Optimization exercise on an open flow, not production practice.
RTL: at most simulated, not proved equivalent.
Function not checked: runs 1 to 4.
Power: default activity.

==> flow/design.v <==
module Rsa256Core (
	input          i_clk,
	input          i_rst,
	input          i_start,
	input  [255:0] i_a,  
	input  [255:0] i_d,  
	input  [255:0] i_n,
	output [255:0] o_a_pow_d,  
	output         o_finished
);
localparam int W  = 261;    
localparam int NI = 86;     
localparam int J  = 3;      
localparam int RT = W / 3;  
localparam int CL = 90;     
localparam int NS = 3;      
localparam int SW = W / NS;
localparam logic [2:0] P_PRE  = 3'd0;
localparam logic [2:0] P_FIX  = 3'd1;
localparam logic [2:0] P_ONE  = 3'd2;
localparam logic [2:0] P_ZERO = 3'd3;
localparam logic [2:0] P_SQ   = 3'd4;
localparam logic [2:0] P_MUL  = 3'd5;
localparam logic [2:0] P_FIN  = 3'd6;
localparam logic [2:0] S_IDLE  = 3'd0;
localparam logic [2:0] S_ACT   = 3'd1;  
localparam logic [2:0] S_CONV  = 3'd2;  
localparam logic [2:0] S_WAIT  = 3'd3;  
localparam logic [2:0] S_CLEAN = 3'd4;  
logic [255:0] Nr;        
logic [15:0]  Dr;        
logic [256:0] A;         
logic [W-1:0] M;         
logic [W-1:0] S, C;      
logic [2:0] st;
logic [2:0] pk;          
logic [7:0] cnt;         
logic [7:0] cnt1;        
logic [7:0] rc;          
logic [8:0] k;           
logic [7:0] e;           
logic [7:0] cl;          
logic       found, dzero, dvalid;
logic       neg;         
logic       allq;
logic       finish;
logic       mult, one, q1f, q2f;
logic [7:0] ctl [NS];    
logic [7:0] ctl_n;
logic       mq, y10, y11, y12, y20, y21, y30;
logic       cb;          
assign o_finished = finish;
logic [W-1:0] Nw, Aw, Sg, y1, y2, y2s, y3, y3s, n1, n2, n2s, n3, n3s;
logic [W-1:0] aS, aCr, aC, bS, bCr, bC, cS, cCr, cC;
logic [W-1:0] dS, dCr, dC, eS, eCr, eC, fS, fCr, fC;
logic [NS-1:0] q1s, q2s, q3s;
logic         q1, q2, q3;
for (genvar s = 0; s < NS; s++) begin : g_slice
	RsaCtlReg u_ctl (.clk(i_clk), .d(ctl_n), .q(ctl[s]));
	RsaQ u_q (.s(S[2:0]), .c(C[2:0]), .cb(cb), .mq(mq), .y1({y12, y11, y10}), .y2({y21, y20}),
	          .y3(y30), .n(Nr[2:1]), .q1f(q1f), .q2f(q2f), .q1(q1s[s]), .q2(q2s[s]), .q3(q3s[s]));
	for (genvar i = s * SW; i < (s + 1) * SW; i++) begin : g_bit
		assign Sg[i] = S[i] & !ctl[s][7];
		assign y1[i] = (ctl[s][6] & M[i]) | (ctl[s][5] & Aw[i]) | (i == 0 && one);
		assign y2[i] = (ctl[s][4] & M[i]) | (ctl[s][3] & Aw[i]);
		assign y3[i] = (ctl[s][2] & M[i]) | (ctl[s][1] & Aw[i]);
		assign n1[i] = (q1s[s] & Nw[i]) | (ctl[s][0] & !Nw[i]);
		assign n2[i] = q2s[s] & Nw[i];
		assign n3[i] = q3s[s] & Nw[i];
	end
end
assign q1 = q1s[0];
assign q2 = q2s[0];
assign q3 = q3s[0];
always_comb begin
	Nw  = {{(W-256){1'b0}}, Nr};
	Aw  = {{(W-257){1'b0}}, A};
	y2s = {y2[W-2:0], y2[W-1] | cb};
	y3s = {y3[W-3:0], y3[W-1:W-2]};
	n2s = {n2[W-2:0], n2[W-1]};
	n3s = {n3[W-3:0], n3[W-1:W-2]};
	aC  = {aCr[W-2:0], aCr[W-1]};
	bC  = {bCr[W-2:0], bCr[W-1]};
	cC  = {cCr[W-2:0], cCr[W-1]};
	dC  = {dCr[W-2:0], dCr[W-1]};
	eC  = {eCr[W-2:0], eCr[W-1]};
	fC  = {fCr[W-2:0], fCr[W-1]};
end
for (genvar i = 0; i < W; i++) begin : g_csa
	RsaFa fa_a (.a(Sg[i]), .b(C[i]),  .c(y1[i]),  .s(aS[i]), .co(aCr[i]));
	RsaFa fa_b (.a(aS[i]), .b(aC[i]), .c(y2s[i]), .s(bS[i]), .co(bCr[i]));
	RsaFa fa_c (.a(bS[i]), .b(bC[i]), .c(y3s[i]), .s(cS[i]), .co(cCr[i]));
	RsaFa fa_d (.a(cS[i]), .b(cC[i]), .c(n1[i]),  .s(dS[i]), .co(dCr[i]));
	RsaFa fa_e (.a(dS[i]), .b(dC[i]), .c(n2s[i]), .s(eS[i]), .co(eCr[i]));
	RsaFa fa_f (.a(eS[i]), .b(eC[i]), .c(n3s[i]), .s(fS[i]), .co(fCr[i]));
end
always_ff @(posedge i_clk) begin
	S  <= {fS[2:0] & {3{!mult}}, fS[W-1:3]};
	C  <= {fC[2:0] & {3{!mult}}, fC[W-1:3]};
	cb <= mult & (fS[2] | fS[1] | fC[2] | fC[1]);
end
logic [W-1:0] Srot;
assign Srot = {S[W-1-3*J:0], S[W-1:W-3*J]};
logic Czero, cap;
assign Czero = ~|C;
assign cap   = (st == S_CONV) && (rc == J) && Czero;
logic [W-1:0] Sout;
assign Sout = {S[W-4-3*J:0], S[W-1:W-3-3*J]};
assign o_a_pow_d = Sout[255:0];
logic Dbit;
assign Dbit = Dr[e[7:4]];
always_ff @(posedge i_clk) begin
	for (int j = 0; j < 16; j++) Dr[j] <= i_d[16*j + e[3:0]];
	Nr <= i_n;
end
logic ldA;
assign ldA = cap && (pk == P_PRE || pk == P_FIX);
always_ff @(posedge i_clk) begin
	if (cap) M <= Srot;
	if (st == S_IDLE) A <= {1'b0, i_a};
	else if (ldA) A <= Srot[256:0];
end
logic [2:0] nxt_after_pre;
always_comb begin
	if (dzero)        nxt_after_pre = P_ONE;
	else if (e == 0)  nxt_after_pre = P_FIN;
	else              nxt_after_pre = P_SQ;
end
logic [2:0] xnext, mn, an;
logic [8:0] xb;
assign xb = {cnt1, 1'b0} + {1'b0, cnt1};    
always_comb begin
	if (st == S_ACT) xnext = M[xb +: 3];
	else if (cap)    xnext = Srot[2:0];
	else             xnext = M[2:0];
	mn = cap ? Srot[2:0] : M[2:0];
	an = ldA ? Srot[2:0] : A[2:0];
end
logic       go;      
logic [2:0] gok;     
logic       gneg;    
always_comb begin
	go = 1'b0; gok = P_PRE; gneg = neg;
	if (st == S_IDLE) begin
		go = i_start && cl == CL; gok = P_PRE; gneg = 1'b0;
	end else if (st == S_CLEAN) begin
		go = cl == CL; gok = P_PRE; gneg = 1'b0;
	end else if (st == S_WAIT) begin
		go = found; gok = nxt_after_pre;
	end else if (cap) begin
		gneg = Srot[W-1];
		go = 1'b1;
		case (pk)
		P_PRE: begin
			if (k != 9'd257)   gok = P_PRE;
			else if (Srot[W-1]) gok = P_FIX;
			else begin go = found; gok = nxt_after_pre; end
		end
		P_FIX: begin go = found; gok = nxt_after_pre; end
		P_SQ: begin
			if (Dbit)         gok = P_MUL;
			else if (e == 0)  gok = P_FIN;
			else              gok = P_SQ;
		end
		P_MUL: gok = (e == 0) ? P_FIN : P_SQ;
		P_FIN: begin go = allq; gok = P_ZERO; end
		default: go = 1'b0;  
		endcase
	end
end
logic       n_mult, n_x1M, n_x1A, n_x2M, n_x2A, n_x3M, n_x3A;
logic       n_yM;    
always_comb begin
	n_mult = 1'b0; n_x1M = 1'b0; n_x1A = 1'b0; n_x2M = 1'b0; n_x2A = 1'b0;
	n_x3M = 1'b0; n_x3A = 1'b0;
	n_yM = 1'b1;
	if (go && (gok == P_SQ || gok == P_MUL || gok == P_FIN)) begin
		n_mult = 1'b1;
		n_yM = gok != P_MUL;
		if (gok == P_FIN) n_x1M = 1'b1;
		else begin
			n_x1M = xnext[0] & n_yM;
			n_x1A = xnext[0] & !n_yM;
			n_x2M = xnext[1] & n_yM;
			n_x2A = xnext[1] & !n_yM;
			n_x3M = xnext[2] & n_yM;
			n_x3A = xnext[2] & !n_yM;
		end
	end else if (st == S_ACT && cnt != NI - 1) begin
		n_mult = 1'b1;
		n_yM = pk != P_MUL;
		if (pk != P_FIN) begin
			n_x1M = xnext[0] & n_yM;
			n_x1A = xnext[0] & !n_yM;
			n_x2M = xnext[1] & n_yM;
			n_x2A = xnext[1] & !n_yM;
			n_x3M = xnext[2] & n_yM;
			n_x3A = xnext[2] & !n_yM;
		end
	end
end
logic n_pre, n_pre_a;
always_comb begin
	n_pre   = go && gok == P_PRE;
	n_pre_a = n_pre && (st == S_IDLE || st == S_CLEAN);
	ctl_n = '0;
	if (!i_rst) begin
		ctl_n[7] = go;                                               
		ctl_n[6] = (n_mult & n_x1M) | (go && gok == P_FIX);          
		ctl_n[5] = n_x1A;                                            
		ctl_n[4] = (n_mult & n_x2M) | (n_pre & !n_pre_a);            
		ctl_n[3] = n_x2A | n_pre_a;                                  
		ctl_n[2] = n_x3M;                                            
		ctl_n[1] = n_x3A;                                            
		ctl_n[0] = n_pre & !gneg;                                    
	end
end
always_ff @(posedge i_clk) begin
	finish <= 1'b0;
	mult <= n_mult;
	one  <= go && gok == P_ONE;
	q1f  <= n_pre && gneg;
	q2f  <= go && gok == P_FIX;
	mq  <= n_mult & !go;
	y10 <= (n_x1M & mn[0]) | (n_x1A & an[0]);
	y11 <= (n_x1M & mn[1]) | (n_x1A & an[1]);
	y12 <= (n_x1M & mn[2]) | (n_x1A & an[2]);
	y20 <= (n_x2M & mn[0]) | (n_x2A & an[0]);
	y21 <= (n_x2M & mn[1]) | (n_x2A & an[1]);
	y30 <= (n_x3M & mn[0]) | (n_x3A & an[0]);
	if (cl != CL) cl <= cl + 8'd1;
	if (st != S_IDLE && !found) begin
		if (dvalid) begin
			if (Dbit) found <= 1'b1;
			else if (e == 0) begin found <= 1'b1; dzero <= 1'b1; end
			else begin e <= e - 8'd1; dvalid <= 1'b0; end
		end else dvalid <= 1'b1;
	end
	case (st)
	S_ACT: begin
		if (cnt == NI - 1) begin
			st <= S_CONV; rc <= 8'd0;
		end else begin
			cnt <= cnt + 8'd1;
			cnt1 <= cnt1 + 8'd1;
		end
		if (pk == P_FIN) allq <= allq & q1 & q2 & q3;
	end
	S_CONV: begin
		rc <= (rc == RT - 1) ? 8'd0 : rc + 8'd1;
		if (cap) begin
			neg <= Srot[W-1];
			if (pk == P_PRE) k <= k + 9'd1;
			if (!go) begin
				st <= (pk == P_PRE || pk == P_FIX) ? S_WAIT : S_IDLE;
				finish <= !(pk == P_PRE || pk == P_FIX);
			end
		end
	end
	default: ;
	endcase
	if (go) begin
		pk  <= gok;
		if (gok == P_SQ || gok == P_MUL || gok == P_FIN) begin
			st   <= S_ACT;
			cnt  <= 8'd0;
			cnt1 <= 8'd1;
			allq <= 1'b1;
			if (gok == P_SQ) e <= e - 8'd1;
		end else begin
			st <= S_CONV;
			rc <= 8'd0;
		end
	end
	if (st == S_IDLE && i_start) begin
		k <= 9'd0; e <= 8'd255; found <= 1'b0; dzero <= 1'b0; dvalid <= 1'b0; neg <= 1'b0;
		if (cl != CL) st <= S_CLEAN;
	end
	if (i_rst) begin
		st <= S_IDLE;
		finish <= 1'b0;
		cl <= 8'd0;
		mult <= 1'b0; one <= 1'b0; q1f <= 1'b0; q2f <= 1'b0;
		mq <= 1'b0; y10 <= 1'b0; y11 <= 1'b0; y12 <= 1'b0; y20 <= 1'b0; y21 <= 1'b0; y30 <= 1'b0;
	end
end
endmodule
module RsaCtlReg (
	input              clk,
	input        [7:0] d,
	output logic [7:0] q
);
always_ff @(posedge clk) q <= d;
endmodule
module RsaQ (
	input  [2:0] s, c, y1,
	input  [1:0] y2,
	input        y3, cb, mq,
	input  [2:1] n,
	input        q1f, q2f,
	output       q1, q2, q3
);
logic [2:0] t1, t2, t3;
assign t1 = (s & {3{mq}}) + (c & {3{mq}}) + {2'b0, cb} + y1 + {y2, 1'b0} + {y3, 2'b0};
assign t2 = t1 + ({n, 1'b1} & {3{t1[0]}});
assign t3 = t2 + ({n[1], 2'b10} & {3{t2[1]}});
assign q1 = t1[0] | q1f;
assign q2 = t2[1] | q2f;
assign q3 = t3[2];
endmodule
module RsaFa (
	input  a,
	input  b,
	input  c,
	output s,
	output co
);
assign s  = a ^ b ^ c;
assign co = (a & b) | (a & c) | (b & c);
endmodule
==> flow/flow/run.sh <==
#!/bin/bash
set -euo pipefail
PRE=${PRE:-8.3}
POST=${POST:-9.6}
BUF="BUFFER_PORTS_ARGS=-buffer_cell sky130_fd_sc_hd__buf_2"
bash standard.sh synth > synth.log 2>&1
bash standard.sh SETUP_SLACK_MARGIN=$PRE "$BUF" place > place.log 2>&1
bash standard.sh SETUP_SLACK_MARGIN=$POST "$BUF" finish > finish.log 2>&1
==> flow/standard.sh <==
#!/bin/bash
# synth_recipe.tcl (not shown) runs the flow's synth.tcl, then flattens the netlist and writes it again
# the make line also repeats each setting of config.mk as NAME=value (left out here)
make -C /OpenROAD-flow-scripts/flow DESIGN_CONFIG=/design/flow/config.mk WORK_HOME=/design/flow/orfs CLKGATE_MAP_FILE= SYNTH_SCRIPT=/design/flow/synth_recipe.tcl "${@:-finish}"
==> flow/config.mk <==
export PLATFORM = sky130hd
export DESIGN_NAME = Rsa256Core
export DESIGN_NICKNAME = Rsa256Core
export VERILOG_FILES = /design/flow/design.v
export SDC_FILE = /design/flow/constraint.sdc
export NUM_CORES = 4
export LEC_CHECK = 0
export ABC_CLOCK_PERIOD_IN_PS = 3500
export CAP_MARGIN = 30
export CORE_MARGIN = 2
export CORE_UTILIZATION = 55
export CTS_CLUSTER_DIAMETER = 100
export CTS_CLUSTER_SIZE = 20
export SETUP_SLACK_MARGIN = 0.6
export SLEW_MARGIN = 20
export SYNTH_HIERARCHICAL = 1
==> flow/constraint.sdc <==
create_clock -name core_clock -period 14.0 [get_ports {i_clk}]
set_input_delay 2.8000 -clock core_clock [delete_from_list [all_inputs] [get_ports {i_clk}]]
set_output_delay 2.8000 -clock core_clock [all_outputs]
set_load 0.01 [all_outputs]
==> impl_metrics.toml, run 1 <==
[synth]
avgSynthCellArea_um2 = 14.2
ys_seq_area_share_pct = 34.2
ys_types = 89
postSynthCellCount = 6876
synth-main-ff-cell = "dfxtp_1"
synth-seq-cells = 1409
ys_top_cells_by_area = "fa_1 32%, dfxtp_1 18%, edfxtp_1 16%"
yosys.area_share.simple_pct = 7.75
synth.area.mux_share_pct = 12.7
yosysWarnings = 9
synth_top_family_by_area = "adder cells"
synth.cell_area_um2 = 97800
synth_edf_count = 520
synth_top_area_share_pct = 32.3
synthAdderAreaFrac_pct = 32.6
synth_area_leader_cell = "fa_1"
synth-compound-area-share_pct = 8.13
synth-xor-area-share_pct = 0.589
synthArstFlopShare_pct = 0

[final_layout]
syn_to_final_growth_pct = 11.2
drive_gt1_share_pct = 30.9
layout_common_cells = "1568 x fa_1, 1030 x buf_2, 830 x dfxtp_1, 773 x a22o_1, 526 x mux2_2"
final_core_util_pct = 61.7
postLayoutCellArea_um2 = 109000
nFillCells = 13700
mostFrequentLayoutCell = "fa_1"
nNetsFinal = 9898

[clock_network]
hold_buffers = 0
cts_root_buf = "clkbuf_16"
cts_max_level = 3
numCtsBuffers = 81
clkTransAtPathRegs_ns = 0.09
cts_sinks = 1409
insertion_delay_ns = 0.78
cts_tree = "done"
cts.path.max_buffers = 3

[drt]
vias_per_cell = 6.55
drtIter0Drc = 7227
wire_per_inst_um = 36.1
drc = 0
drt_wl_total_um = 359000
postRouteAntennaNets = 0
vias = 65100
drtPass1Iterations = 6

[sta]
rsz0062_at_grt = "yes"
fin_crit_sh_pct = 31.6
setup_tns_ns = 0
max_slew_margin_pct = 21.9
worst_pin_slew_ns = 1.16
fin_skew_ns = 0.0630
min_period_ns = 4.42
finalSetupViolCount = 0
layout_setup_ws_ns = 9.58
timing.fmax_mhz = 226
final_hold_viol_count = 0
whs_ns = 0.453
slew_viol_final = 0

[worst_setup_path]
endpoint_kind = "flip-flop"
cpPeakStageDelay_ns = 0.58
crit_path_start = "S[1]$_DFF_P_"
cp_max_fo = 9
crit_buf_inv = 6
r2r_start = "S[1]$_DFF_P_"
critPathRequiredTime_ns = 14.73
crit_type = "reg2reg"
worstPathArrival_ns = 5.15
path_common_cell = "fa_1"
startpoint_type = "flip-flop"
cp_slowest_cell = "fa_2"
path_cells = "and2_4, fa_1, inv_1, fa_1, inv_2, ha_4, inv_2, fa_2, buf_6, nand2b_4, buf_12, buf_12, and2_1, fa_1, fa_2"
cp_top_family = "adder cells"

[pwr]
power_density_nw_per_um2 = 130
p_leak_nw = 46.2
peakVddDrop_mv = 0.117

[place]
port_buffers = 1027
place_area_um2 = 103000
gp_congestion = 0.963
place_ws_ns = 8.34
dp_hpwl_um = 253000

[worst_hold_path]
min-delay-start = "S[248]$_DFF_P_"
hp-class = "reg2reg"

[status]
status = "no timing/DRC/antenna violations"

[grt]
grt_pass1_wl_um = 501000
grt.total_usage_pct = 39.0
overflow = 0
grt_pass1_vias = 67400
grt_max_degree = 161
antenna_found_initial = 46

[floorplanning]
dieArea_um2 = 181000
io_pins = 1028
rows = 154
dieWidth_um = 426
coreArea_um2 = 176000
floorplan.initialDensity_pct = 55.5
die_h_um = 426

[flow_run]
drv_cap = 0
[modules after synthesis (local to each module, per instance)]
| module | area, um2 | cells |
|---|---|---|
| RsaCtlReg | 160 | 8 |
| RsaQ | 262 | 31 |
| Rsa256Core | 65200 | 5193 |
| RsaFa | 20.0 | 1 |
[power by group]
| group | leakage [nW] | switching [W] | total, W | internal [W] |
|---|---|---|---|---|
| logic | 32.7 | 0.00277 | 0.00522 | 0.00245 |
| registers | 12.4 | 0.00123 | 0.00629 | 0.00506 |
| clock network | 1.14 | 0.00150 | 0.00265 | 0.00115 |
| total | 46.2 | 0.00550 | 0.0142 | 0.00866 |
[metrics by stage]
step / power, W / cells
3_3_place_gp: 0.0114 / 9625
2_1_floorplan: 0.00979 / 6885
5_1_grt: 0.0150 / 9933
4_1_cts: 0.0142 / 9854
3_5_place_dp: 0.0115 / 9633
6_report: 0.0142 / 9942
[cell families after synthesis]
logic type | Yosys count
and+or+nand+nor | 1284
muxes | 836
buffers and inverters | 742
adders and majority gates | 1601
AOI/OAI and AO/OA | 939
xor gates and xnor gates | 64
DFF | 1409
other | 1
[flip-flops by register name, indices dropped and copies added (netlist names), 8 cells and up]
signal           flops
cnt                  8
g_slice.u_ctl.q     24
cl                   8
Dr                  16
Nr                 256
e                    8
cnt1                 8
A                  257
k                    9
rc                   8
C                  261
S                  261
M                  261
[worst register-to-register path, stage by stage, from the launching register on]
cell	delay (ns)
dfxtp_4	0.37
and2_4	0.14
fa_1	0.49
inv_1	0.06
fa_1	0.50
inv_2	0.05
ha_4	0.25
inv_2	0.03
fa_2	0.55
buf_6	0.12
nand2b_4	0.19
buf_12	0.23
buf_12	0.15
and2_1	0.16
fa_1	0.50
fa_2	0.58
[cell type report]
type	count	area (um2)	share of cell area, %
flip-flops and latches	1409	33500	30.8
clock buffers	140	2340	2.15
inverters	40	150	0.138
well taps	2340	2930	2.69
diodes	13	32.5	0.0299
clock inverters	6	56.3	0.0518
multi-input cells	4738	61100	56.2
repair buffers	1256	8630	7.94
[synth_stat cells (38+ instances only)]
cell type and instances:
a21oi_1 40, a22o_1 773, and2_1 543, buf_2 41, buf_4 274, clkbuf_1 346, dfxtp_1 889, edfxtp_1 520
fa_1 1579, inv_1 38, mux2_2 526, mux4_2 271, nand2_1 98, nor2_1 104, nor2b_1 275, nor4_1 88
xnor2_1 39
[path summary, 6_finish.rpt]
check	endpoint	slack [ns]	cells past startpoint
worst max-delay path	S[151]$_DFF_P_	9.58	15
worst min-delay path	M[257]$_DFFE_PN_	0.45	0
worst max register to register	S[151]$_DFF_P_	9.58	15
worst min register to register	M[257]$_DFFE_PN_	0.45	0
[metal layers]
layer | track usage [%] | vias to the layer above | routed length (um)
met5 | 0 | - | 92
met4 | 19.9 | 16 | 23400
met3 | 8.79 | 804 | 35000
met2 | 60.1 | 4077 | 165000
met1 | 52.3 | 34600 | 135000
li1 | - | 25600 | -
[repair_timing]
action | 4_1_cts | 5_1_grt
cloned | 22 | 28
setup endpoints to repair | 870 | 778
buffers inserted | 53 | 41
resized for setup | 164 | 106
pin swaps | 33 | 76
==> run 2, diff against run 1 <==
==> flow/flow/run.sh (replaced) <==
#!/bin/bash
set -euo pipefail
PRE=${PRE:-8.5}
POST=${POST:-9.8}
BUF="BUFFER_PORTS_ARGS=-buffer_cell sky130_fd_sc_hd__buf_2"
bash standard.sh synth > synth.log 2>&1
bash standard.sh SETUP_SLACK_MARGIN=$PRE "$BUF" place > place.log 2>&1
bash standard.sh SETUP_SLACK_MARGIN=$POST "$BUF" finish > finish.log 2>&1
==> run 2 against run 1 <==
Effect of this change:
- critical path depth is 2 lower
- still clean on timing, DRC and antenna
- sequential share of layout area fell by 0.53 points
- register-to-register slack gained 0.05 ns
- sequential power up 3.5%
- sequential cell count unchanged
- count of clock-buffer cells in the layout is 3 higher
- die area unchanged
- non-clock buffer count increased by 96
- core utilization up 2.1 points
- highest routed layer unchanged
- synthesized cell count unchanged
- maximum frequency rose by 1.0%
==> impl_metrics.toml, run 2 <==
[place]
gp_congestion = 0.972
dp_hpwl_um = 251000
port_buffers = 1027
placed_cells = 9637
place_ws_ns = 8.20

[final_layout]
nFillCells = 13400
final_core_util_pct = 63.8
drive_gt1_share_pct = 39.4
largest_registers = "C x261, M x261, S x261"
layout.cells.non_filler = 10100
mostFrequentLayoutCell = "fa_1"
nNetsFinal = 9998
syn_to_final_growth_pct = 15.0
layout_common_cells = "1428 x fa_1, 998 x buf_2, 773 x a22o_1, 613 x dfxtp_1, 525 x mux2_2"

[sta]
timing.fmax_mhz = 228
max_slew_margin_pct = 29.8
slew_viol_final = 0
layout_setup_ws_ns = 9.62
finalSetupViolCount = 0
final_hold_viol_count = 0
worst_pin_slew_ns = 1.05
rsz0062_at_grt = "yes"
fin_skew_ns = 0.0490
setup_tns_ns = 0
min_period_ns = 4.38
fin_crit_sh_pct = 31.3

[drt]
drtIter0Drc = 6830
drtPass1Iterations = 6
wire_per_inst_um = 37.1
vias = 66800
vias_per_cell = 6.64
drc = 0
drt_wl_total_um = 373000
postRouteAntennaNets = 0

[synth]
ys_types = 89
synth-main-ff-cell = "dfxtp_1"
ys_seq_area_share_pct = 34.2
ys_top_cells_by_count = "1579 x fa_1, 889 x dfxtp_1, 773 x a22o_1"
synth.area.mux_share_pct = 12.7
synth-compound-area-share_pct = 8.13
synth_edf_count = 520
synth_top_family_by_area = "adder cells"
synthArstFlopShare_pct = 0
postSynthCellCount = 6876
synth-seq-cells = 1409
synth-xor-area-share_pct = 0.589
synthAdderAreaFrac_pct = 32.6
synth.cell_area_um2 = 97800
synth_top_area_share_pct = 32.3
synth.most_common_cell = "fa_1"
synth_area_leader_cell = "fa_1"
yosysWarnings = 9
ys_top_cells_by_area = "fa_1 32%, dfxtp_1 18%, edfxtp_1 16%"
avgSynthCellArea_um2 = 14.2
yosys.area_share.simple_pct = 7.75

[floorplanning]
dieArea_um2 = 181000
coreArea_um2 = 176000
io_pins = 1028
floorplan.initialDensity_pct = 55.5
dieWidth_um = 426
die_h_um = 426
rows = 154

[clock_network]
cts_tree = "done"
hold_buffers = 0
cts_root_buf = "clkbuf_16"
clkTransAtPathRegs_ns = 0.10
cts_sinks = 1409
cts_max_level = 3
numCtsBuffers = 82
cts.path.max_buffers = 3
insertion_delay_ns = 0.78

[worst_hold_path]
min-delay-start = "allq$_DFF_P_"
hp-class = "reg2reg"
hold_depth = 1
hold_end = "allq$_DFF_P_"

[grt]
grt_max_degree = 122
grt.total_usage_pct = 40.1
overflow = 0
grt_pass1_wl_um = 513000
antenna_found_initial = 50
grt_pass1_vias = 69100

[worst_setup_path]
cpPeakStageDelay_ns = 0.88
startpoint_type = "flip-flop"
path_cells = "ha_4, fa_4, buf_6, buf_12, mux4_2, mux4_2, nand2_2, nand4_1, o2111a_2, a311oi_4, buf_6, o31ai_4, or2_1"
endpoint_kind = "flip-flop"
worstPathArrival_ns = 5.03
r2r_start = "cnt1[0]$_DFF_P_"
critPathRequiredTime_ns = 14.65
cp_top_family = "multiplexers"
worstReg2RegEnd = "g_slice[1].u_ctl.q[6]$_DFF_P_"
reg2reg_slack_ns = 9.62
crit_type = "reg2reg"
r2r_cells = 13
crit_buf_inv = 3
cp_max_fo = 6
cp_slowest_cell = "fa_4"

[pwr]
peakVddDrop_mv = 0.102
p_leak_nw = 47.2
power_density_nw_per_um2 = 131

[flow_run]
drv_cap = 0

[status]
status = "no timing/DRC/antenna violations"
## run 2: what timing repair did
action                                  in CTS  in global routing
endpoints found under the setup margin    1259                620
buffers inserted                           118                 39
pin swaps                                  115                217
gates cloned                                43                 43
resized for setup                          717                372
## run 2: cell families after synthesis
| logic type | Yosys count |
|---|---|
| muxes | 836 |
| and+or+nand+nor | 1284 |
| DFF | 1409 |
| xor gates and xnor gates | 64 |
| buffers and inverters | 742 |
| adders and majority gates | 1601 |
| AOI/OAI and AO/OA | 939 |
| other | 1 |
## run 2: cell type report
type	count	area, um2	share of cell area, %
clock buffer	143	2400	2.13
sequential	1409	34100	30.3
inverter	40	153	0.136
antenna	21	52.6	0.0468
timing repair buffer	1352	10400	9.23
multi-input combinational	4741	62300	55.4
tap	2340	2930	2.60
clock inverter	9	98.8	0.0879
## run 2: per-module statistics from Yosys (local to each module, per instance)
module      flops+latches  cell area [um2]  cells inside  copies in the design
Rsa256Core           1385            65200          5193                     1
RsaCtlReg               8              160             8                     3
RsaFa                   0             20.0             1                  1566
RsaQ                    0              262            31                     3
## run 2: power by group
group          switching [W]  internal [W]  leakage [nW]
clock network        0.00153       0.00120          1.19
registers            0.00130       0.00521          12.4
logic                0.00291       0.00259          33.6
## run 2: worst max path at each step
stage                         start                             to  cells after the start
CTS                   mq$_SDFF_PP0_                  S[54]$_DFF_P_                     16
global route          mq$_SDFF_PP0_                 S[142]$_DFF_P_                     17
global placement      C[37]$_DFF_P_                A[64]$_DFFE_PP_                      8
floorplan            C[221]$_DFF_P_                 M[0]$_DFFE_PN_                      5
detailed placement  cnt1[0]$_DFF_P_  g_slice[0].u_ctl.q[6]$_DFF_P_                     11
finish              cnt1[0]$_DFF_P_  g_slice[1].u_ctl.q[6]$_DFF_P_                     13
## run 2: through the flow
step                      power (W)  instance area, um2  hold slack [ns]
after CTS                    0.0147              110000            0.476
after detailed placement     0.0116              103000            0.446
final                        0.0147              112000            0.488
after floorplan             0.00978               97800            0.401
after global routing         0.0155              112000            0.492
after global placement       0.0115              103000            0.450
## run 2: routing by layer
metal | track usage, % | part of all wire [%]
met4 | 20.7 | 6.5
met2 | 60.7 | 45
met5 | 0 | 0.038
met1 | 53.8 | 37
met3 | 10.3 | 12
==> run 3, diff against run 2 <==
--- a/flow/design.v
+++ b/flow/design.v
@@ -300,13 +300,22 @@
 	input        q1f, q2f,
 	output       q1, q2, q3
 );
-logic [2:0] t1, t2, t3;
-assign t1 = (s & {3{mq}}) + (c & {3{mq}}) + {2'b0, cb} + y1 + {y2, 1'b0} + {y3, 2'b0};
-assign t2 = t1 + ({n, 1'b1} & {3{t1[0]}});
-assign t3 = t2 + ({n[1], 2'b10} & {3{t2[1]}});
-assign q1 = t1[0] | q1f;
-assign q2 = t2[1] | q2f;
-assign q3 = t3[2];
+logic [2:0] sg, cg, z, zh;
+logic       q1m, q2m, q3m, b1, k0lo, k0hi, k1b;
+assign sg   = s & {3{mq}};
+assign cg   = c & {3{mq}};
+assign q1m  = sg[0] ^ cg[0] ^ cb ^ y1[0];
+assign k0hi = (sg[0] & cg[0] & (cb | y1[0])) | (cb & y1[0] & (sg[0] | cg[0]));
+assign k0lo = (sg[0] | cg[0] | cb | y1[0]) & !k0hi;
+assign b1   = q1m & n[1];
+assign q2m  = sg[1] ^ cg[1] ^ y1[1] ^ y2[0] ^ b1 ^ k0lo;
+assign z    = {2'b0, sg[1]} + {2'b0, cg[1]} + {2'b0, y1[1]} + {2'b0, y2[0]} + {2'b0, b1} + {2'b0, k0lo};
+assign zh   = (z + {2'b0, z[0]}) >> 1;
+assign k1b  = zh[0] ^ k0hi;
+assign q3m  = sg[2] ^ cg[2] ^ y1[2] ^ y2[1] ^ y3 ^ (q1m & n[2]) ^ (q2m & n[1]) ^ k1b;
+assign q1   = q1m | q1f;
+assign q2   = q2m | q2f;
+assign q3   = q3m;
 endmodule
 module RsaFa (
 	input  a,
==> flow/flow/run.sh (replaced) <==
#!/bin/bash
set -euo pipefail
PRE=${PRE:-8.3}
POST=${POST:-9.6}
BUF="BUFFER_PORTS_ARGS=-buffer_cell sky130_fd_sc_hd__buf_2"
bash standard.sh synth > synth.log 2>&1
bash standard.sh SETUP_SLACK_MARGIN=$PRE "$BUF" place > place.log 2>&1
bash standard.sh SETUP_SLACK_MARGIN=$POST "$BUF" finish > finish.log 2>&1
==> run 3 against run 2 <==
Effect of this change:
- sequential power is 3.4% lower
- total power is 7.6% lower
- clock skew fell by 0.0045 ns
- worst setup slack worse by 0.029 ns
- cell count grew 5.4%
- first-iteration DRC count is 5.5% higher
- sequential cell count stayed put
- wire length is 3.4% lower
- count of clock-buffer cells in the layout down 2
==> impl_metrics.toml, run 3 <==
[pwr]
peakVddDrop_mv = 0.109
p_seq_share_pct = 46.1
comb_power_share_pct = 34.0
power_switching_w = 0.00535
power_density_nw_per_um2 = 126
clockPowerShare_pct = 19.8
p_leak_nw = 48.2
intPower_w = 0.00828
p_sw_share_pct = 39.2

[synth]
synth_edf_count = 520
synth.cell_area_um2 = 98500
synth_top_area_share_pct = 32.0
ys_top_cells_by_area = "fa_1 32%, dfxtp_1 18%, edfxtp_1 16%"
postSynthCellCount = 7585
avgSynthCellArea_um2 = 13.0
synth-seq-cells = 1409
synth.most_common_cell = "fa_1"
ys_types = 90
ys_top_cells_by_count = "1573 x fa_1, 926 x nand2_1, 889 x dfxtp_1"
synth-main-ff-cell = "dfxtp_1"
synthArstFlopShare_pct = 0
synth_area_leader_cell = "fa_1"
ys_seq_area_share_pct = 33.9
yosysWarnings = 9

[worst_setup_path]
reg2reg_slack_ns = 9.60
crit_type = "reg2out"
cp_slowest_cell = "dfxtp_1"
cp_top_family = "flip-flops"
path_cells = "buf_2"
endpoint_kind = "output pin"
critPathRequiredTime_ns = 11.20
crit_buf_inv = 1
cpPeakStageDelay_ns = 0.61
worstPathArrival_ns = 1.61
startpoint_type = "flip-flop"
cp_max_fo = 4

[grt]
overflow = 0
grt_pass1_vias = 70000
grt_pass1_wl_um = 509000
antenna_found_initial = 35
grt_max_degree = 173
grt.total_usage_pct = 39.3

[final_layout]
layout_common_cells = "1567 x fa_1, 1031 x buf_2, 921 x nand2_1, 817 x dfxtp_1, 771 x a22o_1"
mostFrequentLayoutCell = "fa_1"
largest_registers = "C x261, M x261, S x261"
nNetsFinal = 10500
syn_to_final_growth_pct = 10.1
final_core_util_pct = 60.8
drive_gt1_share_pct = 24.2

[sta]
worst_pin_slew_ns = 1.13
whs_ns = 0.456
rsz0062_at_grt = "yes"
finalSetupViolCount = 0
final_hold_viol_count = 0
fin_crit_sh_pct = 31.5
min_period_ns = 4.41
layout_setup_ws_ns = 9.59
max_slew_margin_pct = 24.4
timing.fmax_mhz = 227
setup_tns_ns = 0
fin_skew_ns = 0.0445
slew_viol_final = 0

[drt]
drtPass1Iterations = 6
wire_per_inst_um = 34.0
drtIter0Drc = 7209
vias_per_cell = 6.43
drt_wl_total_um = 360000
vias = 68200
postRouteAntennaNets = 0
drc = 0

[clock_network]
cts_max_level = 3
cts.path.max_buffers = 3
clkTransAtPathRegs_ns = 0.10
cts_sinks = 1409
cts_tree = "done"
hold_buffers = 0
insertion_delay_ns = 0.78
numCtsBuffers = 81
cts_root_buf = "clkbuf_16"

[floorplanning]
io_pins = 1028
dieWidth_um = 427
coreArea_um2 = 178000
floorplan.initialDensity_pct = 55.2
die_h_um = 427
rows = 155
dieArea_um2 = 182000

[place]
gp_congestion = 0.957
dp_hpwl_um = 256000
port_buffers = 1027
place_ws_ns = 7.89

[status]
status = "no timing/DRC/antenna violations"

[worst_hold_path]
hp-class = "reg2reg"

[flow_run]
drv_cap = 0
-- run 3: cell types whose count changed after synthesis, sizes merged, moves of 28 or more --
| cell | previous run | this run |
|---|---|---|
| mux2i | 36 | 100 |
| mux4 | 274 | 237 |
| nand2 | 98 | 929 |
| mux2 | 526 | 261 |
| nand3 | 33 | 61 |
| clkbuf | 346 | 380 |
-- run 3: layer usage --
layer	routed length, um	track usage, %	vias up
li1	-	-	27300
met1	140000	53.6	35900
met2	162000	59.1	4086
met3	35100	8.96	773
met4	22900	20.4	16
met5	113	0	-
-- run 3: path summary, 6_finish.rpt --
check / from / endpoint / cells after the start
max: S[98]$_DFF_P_ / o_a_pow_d[110] / 1
min: S[248]$_DFF_P_ / M[257]$_DFFE_PN_ / 0
max reg2reg: g_slice[2].u_ctl.q[4]$_DFF_P_ / cb$_DFF_P_ / 8
min reg2reg: S[248]$_DFF_P_ / M[257]$_DFFE_PN_ / 0
-- run 3: repair_timing --
| action | 4_1_cts | 5_1_grt |
|---|---|---|
| resized for setup | 136 | 61 |
| buffers inserted | 43 | 42 |
| pin swaps | 25 | 21 |
| setup endpoints to repair | 975 | 451 |
| cloned | 13 | 13 |
-- run 3: cell families after synthesis --
group           after synthesis  synth area share (%)
xor+xnor                     79                 0.802
flops                      1409                  33.9
other cells                   1               0.00381
mux                         598                  9.43
buf+inv                     786                  4.23
fa+ha+maj                  1598                  32.3
simple gates               2117                  10.8
compound gates              997                  8.45
-- run 3: power groups by stage --
stage / Sequential, W / Clock (W) / Combinational [W]
3_5_place_dp: 0.00631 / 0 / 0.00463
5_1_grt: 0.00629 / 0.00286 / 0.00527
3_3_place_gp: 0.00633 / 0 / 0.00455
6_report: 0.00629 / 0.00270 / 0.00463
2_1_floorplan: 0.00549 / 0 / 0.00379
4_1_cts: 0.00624 / 0.00273 / 0.00469
-- run 3: metrics by stage --
| stage | instance area [um2] | total power [W] | std cells |
|---|---|---|---|
| 3_5_place_dp | 104000 | 0.0109 | 10300 |
| 4_1_cts | 108000 | 0.0137 | 10500 |
| 5_1_grt | 108000 | 0.0144 | 10600 |
| 2_1_floorplan | 98500 | 0.00928 | 7594 |
| 3_3_place_gp | 103000 | 0.0109 | 10300 |
| 6_report | 108000 | 0.0136 | 10600 |
-- run 3: layout make-up --
cell class                 count  area, um2
antenna                       17       42.5
clock buffer                 141       2360
clock inverter                 6       68.8
fill                       14200      69800
inverter                      41        156
multi-input combinational   5402      61400
sequential                  1409      33600
tap                         2355       2950
timing repair buffer        1228       7910
-- run 3: per-module statistics from Yosys, one instance, submodules excluded --
module / flip-flops and latches / copies in the design
RsaFa: 0 / 1566
RsaCtlReg: 8 / 3
Rsa256Core: 1385 / 1
RsaQ: 0 / 3
==> run 4, diff against run 3 <==
==> flow/flow/run.sh (replaced) <==
#!/bin/bash
set -euo pipefail
PRE=${PRE:-8.5}
POST=${POST:-9.8}
BUF="BUFFER_PORTS_ARGS=-buffer_cell sky130_fd_sc_hd__buf_2"
bash standard.sh synth > synth.log 2>&1
bash standard.sh SETUP_SLACK_MARGIN=$PRE "$BUF" place > place.log 2>&1
bash standard.sh SETUP_SLACK_MARGIN=$POST "$BUF" finish > finish.log 2>&1
==> run 4 against run 3 <==
Effect of this change:
- largest cell class unchanged
- sequential cell count stayed put
- final area up 3.1%
- cell count grew 0.88%
- maximum frequency increased by 0.66%
- non-clock buffer count grew 96
- die area did not move
- largest power group unchanged
- worst setup slack improved by 0.029 ns
- still clean
- sequential power up 2%
- synthesized cell count stayed put
- clock power about the same
==> impl_metrics.toml, run 4 <==
[sta]
min_period_ns = 4.38
worst_pin_slew_ns = 1.13
rsz0062_at_grt = "yes"
max_slew_margin_pct = 24.0
slew_viol_final = 0
fin_skew_ns = 0.0496
fin_crit_sh_pct = 31.3
setup_tns_ns = 0
timing.fmax_mhz = 228
finalSetupViolCount = 0
final_hold_viol_count = 0

[synth]
avgSynthCellArea_um2 = 13.0
ys_top_cells_by_count = "1573 x fa_1, 926 x nand2_1, 889 x dfxtp_1"
synth_edf_count = 520
synth_area_leader_cell = "fa_1"
ys_seq_area_share_pct = 33.9
synth.most_common_cell = "fa_1"
ys_types = 90
synth-main-ff-cell = "dfxtp_1"
synth.cell_area_um2 = 98500
ys_top_cells_by_area = "fa_1 32%, dfxtp_1 18%, edfxtp_1 16%"
yosysWarnings = 9
postSynthCellCount = 7585
synthArstFlopShare_pct = 0
synth_top_area_share_pct = 32.0
synth-seq-cells = 1409

[worst_setup_path]
path_cells = "a22o_1, fa_1, fa_2, fa_1, fa_1, fa_1, fa_1, o41a_1"
crit_buf_inv = 0
path_common_cell = "fa_1"
endpoint_kind = "flip-flop"
cp_top_family = "adder cells"
crit_type = "reg2reg"
cp_slowest_cell = "fa_2"
worstPathArrival_ns = 5.02
cpPeakStageDelay_ns = 0.62
startpoint_type = "flip-flop"
cp_max_fo = 2
critPathRequiredTime_ns = 14.64

[drt]
vias_per_cell = 6.48
drc = 0
vias = 69200
postRouteAntennaNets = 0
drtPass1Iterations = 5
drtIter0Drc = 7311
wire_per_inst_um = 35.0
drt_wl_total_um = 374000

[place]
port_buffers = 1027
placed_cells = 10300
gp_congestion = 0.957
dp_hpwl_um = 256000

[flow_run]
drv_cap = 0

[grt]
overflow = 0
grt.total_usage_pct = 40.1
grt_pass1_vias = 70600
grt_pass1_wl_um = 518000
grt_max_degree = 173
antenna_found_initial = 33

[floorplanning]
dieArea_um2 = 182000
floorplan.initialDensity_pct = 55.2
rows = 155
die_h_um = 427
coreArea_um2 = 178000
io_pins = 1028
dieWidth_um = 427

[final_layout]
drive_gt1_share_pct = 31.6
mostFrequentLayoutCell = "fa_1"
syn_to_final_growth_pct = 13.6
nNetsFinal = 10600
largest_registers = "C x261, M x261, S x261"
layout.cells.non_filler = 10700
layout_common_cells = "1430 x fa_1, 998 x buf_2, 917 x nand2_1, 771 x a22o_1, 604 x dfxtp_1"

[pwr]
power_density_nw_per_um2 = 124
p_leak_nw = 49.0
peakVddDrop_mv = 0.117

[clock_network]
cts_max_level = 3
hold_buffers = 0
cts.path.max_buffers = 3
cts_tree = "done"
numCtsBuffers = 81
cts_root_buf = "clkbuf_16"
insertion_delay_ns = 0.79
cts_sinks = 1409
clkTransAtPathRegs_ns = 0.09

[status]
status = "no timing/DRC/antenna violations"

[worst_hold_path]
hp-class = "reg2reg"
==> run 4: modules after synthesis (local to each module, per instance) <==
module,flip-flops and latches,cells inside,times used,area (um2)
RsaCtlReg,8,8,3,160
RsaQ,0,42,3,350
Rsa256Core,1385,5869,1,65600
RsaFa,0,1,1566,20.0
==> run 4: path summary, 6_finish.rpt <==
check	slack, ns	to	from	cells after the start
max reg2reg	9.62	cb$_DFF_P_	A[1]$_DFFE_PP_	8
max	9.62	cb$_DFF_P_	A[1]$_DFFE_PP_	8
min reg2reg	0.45	M[257]$_DFFE_PN_	S[248]$_DFF_P_	0
min	0.45	M[257]$_DFFE_PN_	S[248]$_DFF_P_	0
==> run 4: kinds of logic after synthesis <==
kind of cell             synth area share [%]
AO/OA/AOI/OAI                            8.45
AND/OR/NAND/NOR                          10.8
multiplexers                             9.43
buffers and inverters                    4.23
flip-flops                               33.9
other                                 0.00381
XOR/XNOR                                0.802
adder cells (fa/ha/maj)                  32.3
==> run 4: area by class of cell <==
| type | count | area [um2] |
|---|---|---|
| clock inverters | 6 | 68.8 |
| clock buffers | 141 | 2360 |
| repair buffers | 1324 | 9790 |
| flip-flops and latches | 1409 | 34200 |
| diodes | 14 | 35.0 |
| multi-input cells | 5402 | 62300 |
| inverters | 41 | 161 |
| fillers | 13900 | 66400 |
| well taps | 2355 | 2950 |
==> run 4: timing repair <==
action	4_1_cts	5_1_grt
cloned	26	37
gates resized for setup	561	417
setup buffers	98	47
pin swaps	143	221
endpoints found under the setup margin	1194	613
==> run 4: worst reg2reg max path, delay by kind of cell, from the launching register on <==
kind / cells / cell delay (ns)
AOI/OAI and AO/OA: 2 / 0.66
adders and majority gates: 6 / 3.05
DFF: 1 / 0.55
==> run 4: per-layer routing <==
layer,part of all wire [%],GRT usage [%]
met2,45,60.1
met1,38,55.0
met3,10,8.66
met4,6.6,21.5
met5,0.027,0
==> run 4: power by group <==
part           internal, W  switching [W]  total (W)
clock              0.00118        0.00153    0.00271
combinational      0.00214        0.00263    0.00477
sequential         0.00520        0.00120    0.00641
total              0.00852        0.00536     0.0139
==> run 4: through the flow <==
stage	instance area [um2]	total power (W)	utilization (%)	hold WS, ns	worst slack [ns]
after floorplan	98500	0.00928	-	0.401	5.40
after global placement	103000	0.0109	58.0	0.409	7.53
after detailed placement	104000	0.0109	58.2	0.426	7.89
after CTS	109000	0.0139	61.3	0.448	9.65
after global routing	112000	0.0146	62.7	0.466	9.42
final	112000	0.0139	62.7	0.451	9.62
==> run 5, diff against run 4 <==
--- a/flow/design.v
+++ b/flow/design.v
@@ -15,6 +15,8 @@
 localparam int CL = 90;     
 localparam int NS = 3;      
 localparam int SW = W / NS;
+localparam int NC = 9;      
+localparam int CW = W / NC;
 localparam logic [2:0] P_PRE  = 3'd0;
 localparam logic [2:0] P_FIX  = 3'd1;
 localparam logic [2:0] P_ONE  = 3'd2;
@@ -45,7 +47,7 @@
 logic       allq;
 logic       finish;
 logic       mult, one, q1f, q2f;
-logic [7:0] ctl [NS];    
+logic [7:0] ctl [NC];    
 logic [7:0] ctl_n;
 logic       mq, y10, y11, y12, y20, y21, y30;
 logic       cb;          
@@ -55,16 +57,18 @@
 logic [W-1:0] dS, dCr, dC, eS, eCr, eC, fS, fCr, fC;
 logic [NS-1:0] q1s, q2s, q3s;
 logic         q1, q2, q3;
+for (genvar t = 0; t < NC; t++) begin : g_cslice
+	RsaCtlReg u_ctl (.clk(i_clk), .d(ctl_n), .q(ctl[t]));
+end
 for (genvar s = 0; s < NS; s++) begin : g_slice
-	RsaCtlReg u_ctl (.clk(i_clk), .d(ctl_n), .q(ctl[s]));
 	RsaQ u_q (.s(S[2:0]), .c(C[2:0]), .cb(cb), .mq(mq), .y1({y12, y11, y10}), .y2({y21, y20}),
 	          .y3(y30), .n(Nr[2:1]), .q1f(q1f), .q2f(q2f), .q1(q1s[s]), .q2(q2s[s]), .q3(q3s[s]));
 	for (genvar i = s * SW; i < (s + 1) * SW; i++) begin : g_bit
-		assign Sg[i] = S[i] & !ctl[s][7];
-		assign y1[i] = (ctl[s][6] & M[i]) | (ctl[s][5] & Aw[i]) | (i == 0 && one);
-		assign y2[i] = (ctl[s][4] & M[i]) | (ctl[s][3] & Aw[i]);
-		assign y3[i] = (ctl[s][2] & M[i]) | (ctl[s][1] & Aw[i]);
-		assign n1[i] = (q1s[s] & Nw[i]) | (ctl[s][0] & !Nw[i]);
+		assign Sg[i] = S[i] & !ctl[i / CW][7];
+		assign y1[i] = (ctl[i / CW][6] & M[i]) | (ctl[i / CW][5] & Aw[i]) | (i == 0 && one);
+		assign y2[i] = (ctl[i / CW][4] & M[i]) | (ctl[i / CW][3] & Aw[i]);
+		assign y3[i] = (ctl[i / CW][2] & M[i]) | (ctl[i / CW][1] & Aw[i]);
+		assign n1[i] = (q1s[s] & Nw[i]) | (ctl[i / CW][0] & !Nw[i]);
 		assign n2[i] = q2s[s] & Nw[i];
 		assign n3[i] = q3s[s] & Nw[i];
 	end
==> flow/flow/run.sh (replaced) <==
#!/bin/bash
set -euo pipefail
PRE=${PRE:-8.1}
POST=${POST:-9.4}
BUF="BUFFER_PORTS_ARGS=-buffer_cell sky130_fd_sc_hd__buf_2"
bash standard.sh synth > synth.log 2>&1
bash standard.sh SETUP_SLACK_MARGIN=$PRE "$BUF" place > place.log 2>&1
bash standard.sh SETUP_SLACK_MARGIN=$POST "$BUF" finish > finish.log 2>&1
==> run 5 against run 4 <==
Effect of this change:
- largest power group unchanged
- clock skew down 0.0011 ns
- via count down 6.3%
- first-iteration DRC count up 5.1%
- sequential share of layout area up 1.4 points
- wire length down 6.2%
- sequential cell count up 48
- hold slack worse by 0.0041 ns
- count of clock-buffer cells in the layout up 4
- non-clock buffer count down 145
- area after synthesis up 0.23%
==> impl_metrics.toml, run 5 <==
[clock_network]
cts.path.max_buffers = 3
cts_tree = "done"
hold_buffers = 0
insertion_delay_ns = 0.77
cts_max_level = 3
cts_root_buf = "clkbuf_16"
numCtsBuffers = 83
clkTransAtPathRegs_ns = 0.09
cts_sinks = 1457

[worst_hold_path]
hold_depth = 0
hp-class = "reg2reg"

[drt]
drtPass1Iterations = 6
drc = 0
vias_per_cell = 6.53
wire_per_inst_um = 35.3
drt_wl_total_um = 351000
drtIter0Drc = 7684
vias = 64900
postRouteAntennaNets = 0

[status]
status = "no timing/DRC/antenna violations"

[pwr]
comb_power_share_pct = 37.0
p_sw_share_pct = 39.1
power_switching_w = 0.00569
power_density_nw_per_um2 = 135
p_leak_nw = 46.0
peakVddDrop_mv = 0.117
clockPowerShare_pct = 18.5
p_seq_share_pct = 44.4
power_w = 0.0145
intPower_w = 0.00885

[final_layout]
drive_gt1_share_pct = 29.1
postLayoutCellArea_um2 = 108000
nFillCells = 13800
layout_common_cells = "1572 x fa_1, 1031 x buf_2, 909 x dfxtp_1, 770 x a22o_1, 540 x and2_1"
nNetsFinal = 9850
layout.cells.non_filler = 9931
mostFrequentLayoutCell = "fa_1"
largest_registers = "C x261, M x261, S x261"
syn_to_final_growth_pct = 9.25

[floorplanning]
coreArea_um2 = 178000
die_h_um = 428
dieArea_um2 = 183000
floorplan.initialDensity_pct = 55.3
rows = 155
dieWidth_um = 428
io_pins = 1028

[synth]
synthAdderAreaFrac_pct = 32.2
ys_top_cells_by_count = "1573 x fa_1, 937 x dfxtp_1, 770 x a22o_1"
synth_top_area_share_pct = 31.9
synth_top_family_by_area = "adder cells"
synth_edf_count = 520
yosys.area_share.simple_pct = 7.63
synth.cell_area_um2 = 98700
synth_area_leader_cell = "fa_1"
ys_seq_area_share_pct = 34.8
synth-xor-area-share_pct = 0.792
ys_top_cells_by_area = "fa_1 32%, dfxtp_1 19%, edfxtp_1 16%"
yosysWarnings = 9
synth-main-ff-cell = "dfxtp_1"
avgSynthCellArea_um2 = 14.3
ys_types = 87
postSynthCellCount = 6891
synth-seq-cells = 1457
synthArstFlopShare_pct = 0
synth.area.mux_share_pct = 12.7
synth.most_common_cell = "fa_1"
synth-compound-area-share_pct = 7.94

[grt]
grt_pass1_wl_um = 502000
use_met3_pct = 10.5
gr-max-usage-layer = "met2"
grt_max_degree = 130
grt_pass1_vias = 68400
grt_use_met1_pct = 53.7
antenna_found_initial = 66
grt.total_usage_pct = 38.7
met2_usage_pct = 57.8
overflow = 0

[worst_setup_path]
r2r_start = "C[92]$_DFF_P_"
crit_buf_inv = 1
worstPathArrival_ns = 1.74
cpPeakStageDelay_ns = 0.64
cp_slowest_cell = "dfxtp_1"
critPathRequiredTime_ns = 11.20
worstReg2RegEnd = "A[200]$_DFFE_PP_"
r2r_cells = 9
cp_top_family = "flip-flops"
startpoint_type = "flip-flop"
crit_type = "reg2out"
endpoint_kind = "output pin"
reg2reg_slack_ns = 9.47
worst-path-stages = 1
crit_path_start = "S[167]$_DFF_P_"
cp_max_fo = 4
path_cells = "buf_2"
crit_end = "o_a_pow_d[179]"

[place]
port_buffers = 1027
placed_cells = 9703
gp_congestion = 1.03
dp_hpwl_um = 266000
place_area_um2 = 104000
place_ws_ns = 7.60

[sta]
min_period_ns = 4.54
slew_viol_final = 0
layout_setup_ws_ns = 9.46
fin_crit_sh_pct = 32.4
finalSetupViolCount = 0
max_slew_margin_pct = 28.4
timing.fmax_mhz = 220
rsz0062_at_grt = "yes"
worst_pin_slew_ns = 1.06
final_hold_viol_count = 0
fin_skew_ns = 0.0485
setup_tns_ns = 0

[flow_run]
drv_cap = 0
==> run 5: layout make-up <==
cell class	instances	area [um2]	area share [%]
antenna	27	67.6	0.0627
clock buffer	145	2370	2.20
clock inverter	8	82.6	0.0766
inverter	35	131	0.122
multi-input combinational	4725	61000	56.6
sequential	1457	34400	31.9
tap	2355	2950	2.73
timing repair buffer	1179	6780	6.29
==> run 5: routing by layer <==
| layer | vias up | routed length, um |
|---|---|---|
| li1 | 25500 | - |
| met1 | 34500 | 137000 |
| met2 | 4123 | 158000 |
| met3 | 747 | 37500 |
| met4 | 12 | 18400 |
| met5 | - | 79 |
==> run 5: how the worst min path moves through the flow <==
stage / from / end / slack, ns
2_1_floorplan: S[248]$_DFF_P_ / M[257]$_DFFE_PN_ / 0.40
3_3_place_gp: S[248]$_DFF_P_ / M[257]$_DFFE_PN_ / 0.41
3_5_place_dp: S[248]$_DFF_P_ / M[257]$_DFFE_PN_ / 0.41
4_1_cts: S[248]$_DFF_P_ / M[257]$_DFFE_PN_ / 0.44
5_1_grt: S[248]$_DFF_P_ / M[257]$_DFFE_PN_ / 0.45
6_report: S[248]$_DFF_P_ / M[257]$_DFFE_PN_ / 0.45
==> run 5: power by group through the flow <==
stage | logic [W] | registers (W) | clock network, W
finish | 0.00539 | 0.00646 | 0.00269
global route | 0.00607 | 0.00646 | 0.00285
CTS | 0.00543 | 0.00640 | 0.00272
detailed placement | 0.00531 | 0.00649 | 0
global placement | 0.00520 | 0.00649 | 0
floorplan | 0.00429 | 0.00567 | 0
==> run 5: repair_timing <==
item | CTS | global route
setup buffers | 21 | 15
gates resized for setup | 57 | 41
hold endpoints to repair | 0 | 0
cloned | 4 | 3
endpoints found under the setup margin | 850 | 509
pin swaps | 8 | 12
==> run 5: metrics by stage <==
stage	utilization, %	hold slack [ns]
2_1_floorplan	-	0.401
3_3_place_gp	58.4	0.408
3_5_place_dp	58.5	0.414
4_1_cts	60.1	0.440
5_1_grt	60.4	0.453
6_report	60.4	0.447
==> run 5: logic make-up after synthesis <==
kind of cell,count (synthesis)
simple gates,1279
compound gates,924
flops,1457
buf+inv,721
xor+xnor,79
mux,832
fa+ha+maj,1598
other cells,1
==> run 5: Yosys stat by module (local to each module, per instance) <==
module / flops+latches / cells / cell area [um2] / copies in the design
Rsa256Core: 1385 / 5127 / 64800 / 1
RsaCtlReg: 8 / 8 / 160 / 9
RsaFa: 0 / 1 / 20.0 / 1566
RsaQ: 0 / 42 / 350 / 3
Testbench counts of run 5, summed over its fixed seeds: cycles 852,482, items 24.
==> run 6, diff against run 5 <==
==> flow/flow/run.sh (replaced) <==
#!/bin/bash
set -euo pipefail
PRE=${PRE:-8.3}
POST=${POST:-9.6}
BUF="BUFFER_PORTS_ARGS=-buffer_cell sky130_fd_sc_hd__buf_2"
bash standard.sh synth > synth.log 2>&1
bash standard.sh SETUP_SLACK_MARGIN=$PRE "$BUF" place > place.log 2>&1
bash standard.sh SETUP_SLACK_MARGIN=$POST "$BUF" finish > finish.log 2>&1
--- a/flow/config.mk
+++ b/flow/config.mk
@@ -8,7 +8,7 @@
 export ABC_CLOCK_PERIOD_IN_PS = 3500
 export CAP_MARGIN = 30
 export CORE_MARGIN = 2
-export CORE_UTILIZATION = 55
+export CORE_UTILIZATION = 65
 export CTS_CLUSTER_DIAMETER = 100
 export CTS_CLUSTER_SIZE = 20
 export SETUP_SLACK_MARGIN = 0.6
==> run 6 against run 5 <==
Effect of this change:
- sequential share of layout area hardly changed
- global-route usage is 5.8 points higher
- first-iteration DRC count is 11% higher
- clock power is 1% higher
- register-to-register slack better by 0.18 ns
- critical path depth stayed put
- die area is 15% lower
- wire length is 1.9% lower
==> impl_metrics.toml, run 6 <==
[drt]
drc = 0
drt_wl_total_um = 344000
drtIter0Drc = 8542
postRouteAntennaNets = 0
wire_per_inst_um = 35.7
vias = 66500
drtPass1Iterations = 8
vias_per_cell = 6.91

[grt]
grt_pass1_wl_um = 496000
overflow = 0
grt_pass1_vias = 69900
antenna_found_initial = 49
grt.total_usage_pct = 44.5
grt_max_degree = 136

[synth]
synth_top_area_share_pct = 31.9
yosysWarnings = 9
postSynthCellCount = 6891
synth-main-ff-cell = "dfxtp_1"
synth.most_common_cell = "fa_1"
synth.cell_area_um2 = 98700
ys_types = 87
synth-seq-cells = 1457
synthArstFlopShare_pct = 0
avgSynthCellArea_um2 = 14.3
synth_edf_count = 520
ys_top_cells_by_area = "fa_1 32%, dfxtp_1 19%, edfxtp_1 16%"
ys_top_cells_by_count = "1573 x fa_1, 937 x dfxtp_1, 770 x a22o_1"
synth_area_leader_cell = "fa_1"
ys_seq_area_share_pct = 34.8

[worst_setup_path]
endpoint_kind = "output pin"
crit_path_start = "S[217]$_DFF_P_"
path_cells = "buf_2"
cpPeakStageDelay_ns = 0.51
cp_max_fo = 4
worst-path-stages = 1
crit_buf_inv = 1
r2r_start = "mq$_SDFF_PP0_"
cp_top_family = "flip-flops"
worstPathArrival_ns = 1.62
worstReg2RegEnd = "S[239]$_DFF_P_"
critPathRequiredTime_ns = 11.20
cp_slowest_cell = "dfxtp_1"
reg2reg_slack_ns = 9.65
crit_end = "o_a_pow_d[229]"
r2r_cells = 18
crit_type = "reg2out"
startpoint_type = "flip-flop"

[sta]
finalSetupViolCount = 0
slew_viol_final = 0
fin_crit_sh_pct = 31.5
min_period_ns = 4.42
max_slew_margin_pct = 27.4
whs_ns = 0.451
fin_skew_ns = 0.0429
setup_tns_ns = 0
worst_pin_slew_ns = 1.09
final_hold_viol_count = 0
rsz0062_at_grt = "yes"
timing.fmax_mhz = 226

[worst_hold_path]
min-delay-start = "S[248]$_DFF_P_"
hp-class = "reg2reg"

[pwr]
peakVddDrop_mv = 0.119
power_density_nw_per_um2 = 135
p_leak_nw = 46.2
power_w = 0.0145

[clock_network]
cts.path.max_buffers = 3
cts_sinks = 1457
cts_tree = "done"
numCtsBuffers = 84
cts_root_buf = "clkbuf_16"
hold_buffers = 0
clkTransAtPathRegs_ns = 0.09
cts_max_level = 3
insertion_delay_ns = 0.76

[status]
status = "no timing/DRC/antenna violations"

[floorplanning]
die_h_um = 394
coreArea_um2 = 150000
io_pins = 1028
rows = 142
dieArea_um2 = 155000
dieWidth_um = 394
floorplan.initialDensity_pct = 65.7

[final_layout]
largest_registers = "C x261, M x261, S x261"
drive_gt1_share_pct = 29.8
nNetsFinal = 9881
mostFrequentLayoutCell = "fa_1"
layout_common_cells = "1567 x fa_1, 1026 x buf_2, 890 x dfxtp_1, 770 x a22o_1, 539 x and2_1"
syn_to_final_growth_pct = 9.46

[place]
gp_congestion = 1.02
dp_hpwl_um = 254000
port_buffers = 1027

[flow_run]
drv_cap = 0
[run 6: cell types whose count changed in the layout (fill, tap and decap cells not counted), moves of 6 or more]
cell       previous run  this run
buf_4               104       126
clkbuf_16            87        93
dfxtp_1             909       890
dfxtp_2              24        34
dfxtp_4               4        13
diode_2              27        37
[run 6: logic make-up after synthesis]
logic type,synth area share (%)
multiplexers,12.7
flip-flops,34.8
XOR/XNOR,0.792
buffers and inverters,3.83
AO/OA/AOI/OAI,7.94
other,0.00380
AND/OR/NAND/NOR,7.63
adder cells (fa/ha/maj),32.2
[run 6: worst min-delay path by stage]
stage	endpoint	slack, ns	depth (start not counted)
after floorplan	M[257]$_DFFE_PN_	0.40	0
after global placement	M[257]$_DFFE_PN_	0.42	0
after detailed placement	M[257]$_DFFE_PN_	0.42	0
after CTS	M[257]$_DFFE_PN_	0.45	0
after global routing	M[257]$_DFFE_PN_	0.46	0
final	M[257]$_DFFE_PN_	0.45	0
[run 6: layer usage]
layer / routed length [um] / GRT usage (%)
met5: 166 / 0
met4: 24100 / 24.0
met3: 47300 / 14.3
met2: 152000 / 65.6
met1: 121000 / 59.3
[run 6: report_power, final]
group / leakage [nW] / total (W) / internal, W / switching, W
combinational: 32.3 / 0.00536 / 0.00247 / 0.00289
sequential: 12.8 / 0.00646 / 0.00520 / 0.00126
clock: 1.20 / 0.00273 / 0.00119 / 0.00154
[run 6: final cells by class]
cell class                 count  area (um2)
fill                       10100       42300
multi-input combinational   4726       61100
clock inverter                10        98.8
tap                         2016        2520
antenna                       37        92.6
clock buffer                 146        2410
inverter                      35         131
sequential                  1457       34500
timing repair buffer        1208        7200
[run 6: timing repair]
action                                  in CTS  in global routing
endpoints found under the setup margin     997                652
pin swaps                                   22                 37
cloned                                       8                 10
resized for setup                           95                 74
buffers inserted                            31                 26
[run 6: per-stage QoR]
stage	instances	worst slack [ns]	instance area, um2	utilization, %
floorplan	6900	7.10	98800	-
global placement	9356	8.02	104000	69.0
detailed placement	9365	7.91	104000	69.1
CTS	9560	9.60	107000	71.3
global route	9617	9.50	108000	71.8
finish	9635	9.58	108000	71.9
[run 6: per-module statistics from Yosys (local to each module, per instance)]
module,cell area [um2],flops+latches,cells inside,times used
Rsa256Core,64800,1385,5127,1
RsaFa,20.0,0,1,1566
RsaCtlReg,160,8,8,9
RsaQ,350,0,42,3
==> run 7, diff against run 6 <==
--- a/flow/config.mk
+++ b/flow/config.mk
@@ -8,7 +8,7 @@
 export ABC_CLOCK_PERIOD_IN_PS = 3500
 export CAP_MARGIN = 30
 export CORE_MARGIN = 2
-export CORE_UTILIZATION = 65
+export CORE_UTILIZATION = 55
 export CTS_CLUSTER_DIAMETER = 100
 export CTS_CLUSTER_SIZE = 20
 export SETUP_SLACK_MARGIN = 0.6
==> run 7 against run 6 <==
Effect of this change:
- clock power hardly changed
- clock skew is 0.0080 ns higher
- maximum frequency is 0.25% higher
- die area is 18% higher
- still clean on timing, DRC and antenna
- area after synthesis stayed put
- largest power group unchanged
- critical path depth is 7 higher
- first-iteration DRC count is 7.2% lower
- non-clock buffer count is 21 higher
- sequential share of layout area is 0.22 points lower
- critical path type is now reg2reg
- cell count is 3.6% higher
- via count is 1.7% lower
==> impl_metrics.toml, run 7 <==
[status]
status = "no timing/DRC/antenna violations"

[worst_setup_path]
path_common_cell = "fa_1"
crit_end = "cb$_DFF_P_"
cp_top_family = "adder cells"
crit_buf_inv = 0
endpoint_kind = "flip-flop"
crit_path_start = "g_cslice[0].u_ctl.q[5]$_DFF_P_"
critPathRequiredTime_ns = 14.62
r2r_start = "g_cslice[0].u_ctl.q[5]$_DFF_P_"
worstPathArrival_ns = 5.02
worstReg2RegEnd = "cb$_DFF_P_"
r2r_cells = 8
worst-path-stages = 8
startpoint_type = "flip-flop"
path_cells = "a22o_1, fa_1, fa_1, fa_1, fa_1, fa_1, fa_1, o41a_1"
cp_slowest_cell = "dfxtp_4"
reg2reg_slack_ns = 9.60
cpPeakStageDelay_ns = 0.57
crit_type = "reg2reg"
cp_max_fo = 16

[drt]
vias = 65400
drt_wl_total_um = 359000
vias_per_cell = 6.56
wire_per_inst_um = 36.0
postRouteAntennaNets = 0
drtIter0Drc = 7923
drc = 0
drtPass1Iterations = 6

[synth]
ys_top_cells_by_area = "fa_1 32%, dfxtp_1 19%, edfxtp_1 16%"
synth-seq-cells = 1457
synthArstFlopShare_pct = 0
synth_area_leader_cell = "fa_1"
synthAdderAreaFrac_pct = 32.2
synth_top_area_share_pct = 31.9
postSynthCellCount = 6891
synth_edf_count = 520
synth.area.mux_share_pct = 12.7
ys_seq_area_share_pct = 34.8
synth.most_common_cell = "fa_1"
avgSynthCellArea_um2 = 14.3
synth-xor-area-share_pct = 0.792
synth_top_family_by_area = "adder cells"
ys_types = 87
synth-compound-area-share_pct = 7.94
synth.cell_area_um2 = 98700
yosysWarnings = 9
yosys.area_share.simple_pct = 7.63
synth-main-ff-cell = "dfxtp_1"
ys_top_cells_by_count = "1573 x fa_1, 937 x dfxtp_1, 770 x a22o_1"

[sta]
fin_crit_sh_pct = 31.5
final_hold_viol_count = 0
rsz0062_at_grt = "yes"
fin_skew_ns = 0.0509
whs_ns = 0.445
max_slew_margin_pct = 21.1
slew_viol_final = 0
worst_pin_slew_ns = 1.17
setup_tns_ns = 0
min_period_ns = 4.40
finalSetupViolCount = 0
timing.fmax_mhz = 227

[grt]
antenna_found_initial = 53
grt.total_usage_pct = 39.0
grt_max_degree = 88
grt_pass1_vias = 68700
grt_pass1_wl_um = 505000
overflow = 0

[worst_hold_path]
hp-class = "reg2reg"

[final_layout]
layout_common_cells = "1572 x fa_1, 1032 x buf_2, 877 x dfxtp_1, 770 x a22o_1, 542 x and2_1"
drive_gt1_share_pct = 30.1
largest_registers = "C x261, M x261, S x261"
nNetsFinal = 9901
syn_to_final_growth_pct = 10.3
mostFrequentLayoutCell = "fa_1"
layout.cells.non_filler = 9980

[place]
placed_cells = 9709
port_buffers = 1027
dp_hpwl_um = 266000
gp_congestion = 1.04

[pwr]
power_density_nw_per_um2 = 134
p_leak_nw = 46.4
peakVddDrop_mv = 0.118

[clock_network]
clkTransAtPathRegs_ns = 0.09
cts_root_buf = "clkbuf_16"
insertion_delay_ns = 0.77
cts_sinks = 1457
cts_tree = "done"
cts_max_level = 3
cts.path.max_buffers = 3
hold_buffers = 0
numCtsBuffers = 84

[floorplanning]
floorplan.initialDensity_pct = 55.3
io_pins = 1028
rows = 155
die_h_um = 428
dieArea_um2 = 183000
dieWidth_um = 428
coreArea_um2 = 178000

[flow_run]
drv_cap = 0
## run 7: changes by cell type in the layout (fill, tap and decap cells not counted), moves of 4 or more
cell       before   now
dfxtp_2        34    49
buf_2        1026  1032
buf_4         126   130
fa_1         1567  1572
clkbuf_16      93    98
fa_2            5     0
diode_2        37    24
dfxtp_1       890   877
buf_16         11    16
## run 7: how the worst min path moves through the flow
stage	start	end	slack [ns]	depth (start not counted)
after global routing	S[248]$_DFF_P_	M[257]$_DFFE_PN_	0.45	0
after floorplan	S[248]$_DFF_P_	M[257]$_DFFE_PN_	0.40	0
after global placement	S[248]$_DFF_P_	M[257]$_DFFE_PN_	0.41	0
after detailed placement	S[248]$_DFF_P_	M[257]$_DFFE_PN_	0.41	0
after CTS	S[248]$_DFF_P_	M[257]$_DFFE_PN_	0.44	0
final	S[248]$_DFF_P_	M[257]$_DFFE_PN_	0.44	0
## run 7: where the power goes
part / leakage [nW] / internal, W / switching [W]
Combinational: 32.4 / 0.00249 / 0.00292
Sequential: 12.8 / 0.00521 / 0.00125
Clock: 1.21 / 0.00121 / 0.00154
Total: 46.4 / 0.00890 / 0.00571
## run 7: through the flow
step / power [W] / worst slack, ns / instance area [um2] / util, %
6_report: 0.0146 / 9.60 / 109000 / 61.0
5_1_grt: 0.0154 / 9.49 / 109000 / 61.0
4_1_cts: 0.0146 / 9.59 / 108000 / 60.4
3_5_place_dp: 0.0118 / 7.60 / 104000 / 58.5
3_3_place_gp: 0.0117 / 7.67 / 104000 / 58.4
2_1_floorplan: 0.00996 / 7.10 / 98800 / -
## run 7: kinds of logic after synthesis
logic type,count (synthesis)
AOI/OAI and AO/OA,924
DFF,1457
and+or+nand+nor,1279
xor gates and xnor gates,79
adders and majority gates,1598
other,1
muxes,832
buffers and inverters,721
## run 7: repair_timing
item,in CTS,in global routing
buffers inserted,32,33
resized for setup,108,67
pin swaps,18,18
endpoints found under the setup margin,1096,518
gates cloned,6,14
endpoints found under the hold margin,0,0
## run 7: final cells by class
type                    count  area [um2]
flip-flops and latches   1457       34500
clock inverters             8        92.6
clock buffers             147        2450
fillers                 13900       69600
repair buffers           1229        7490
well taps                2355        2950
inverters                  35         131
diodes                     24        60.1
multi-input cells        4725       61100
## run 7: layer usage
layer / vias up / GRT usage, % / part of all wire, %
met5: - / 0 / 0.027
met4: 14 / 18.0 / 5.5
met3: 761 / 10.5 / 11
met2: 4194 / 57.8 / 45
met1: 34800 / 54.2 / 39
li1: 25600 / - / -
## run 7: modules after synthesis (local to each module, per instance)
module / copies in the design / area (um2)
Rsa256Core: 1 / 64800
RsaCtlReg: 9 / 160
RsaFa: 1566 / 20.0
RsaQ: 3 / 350
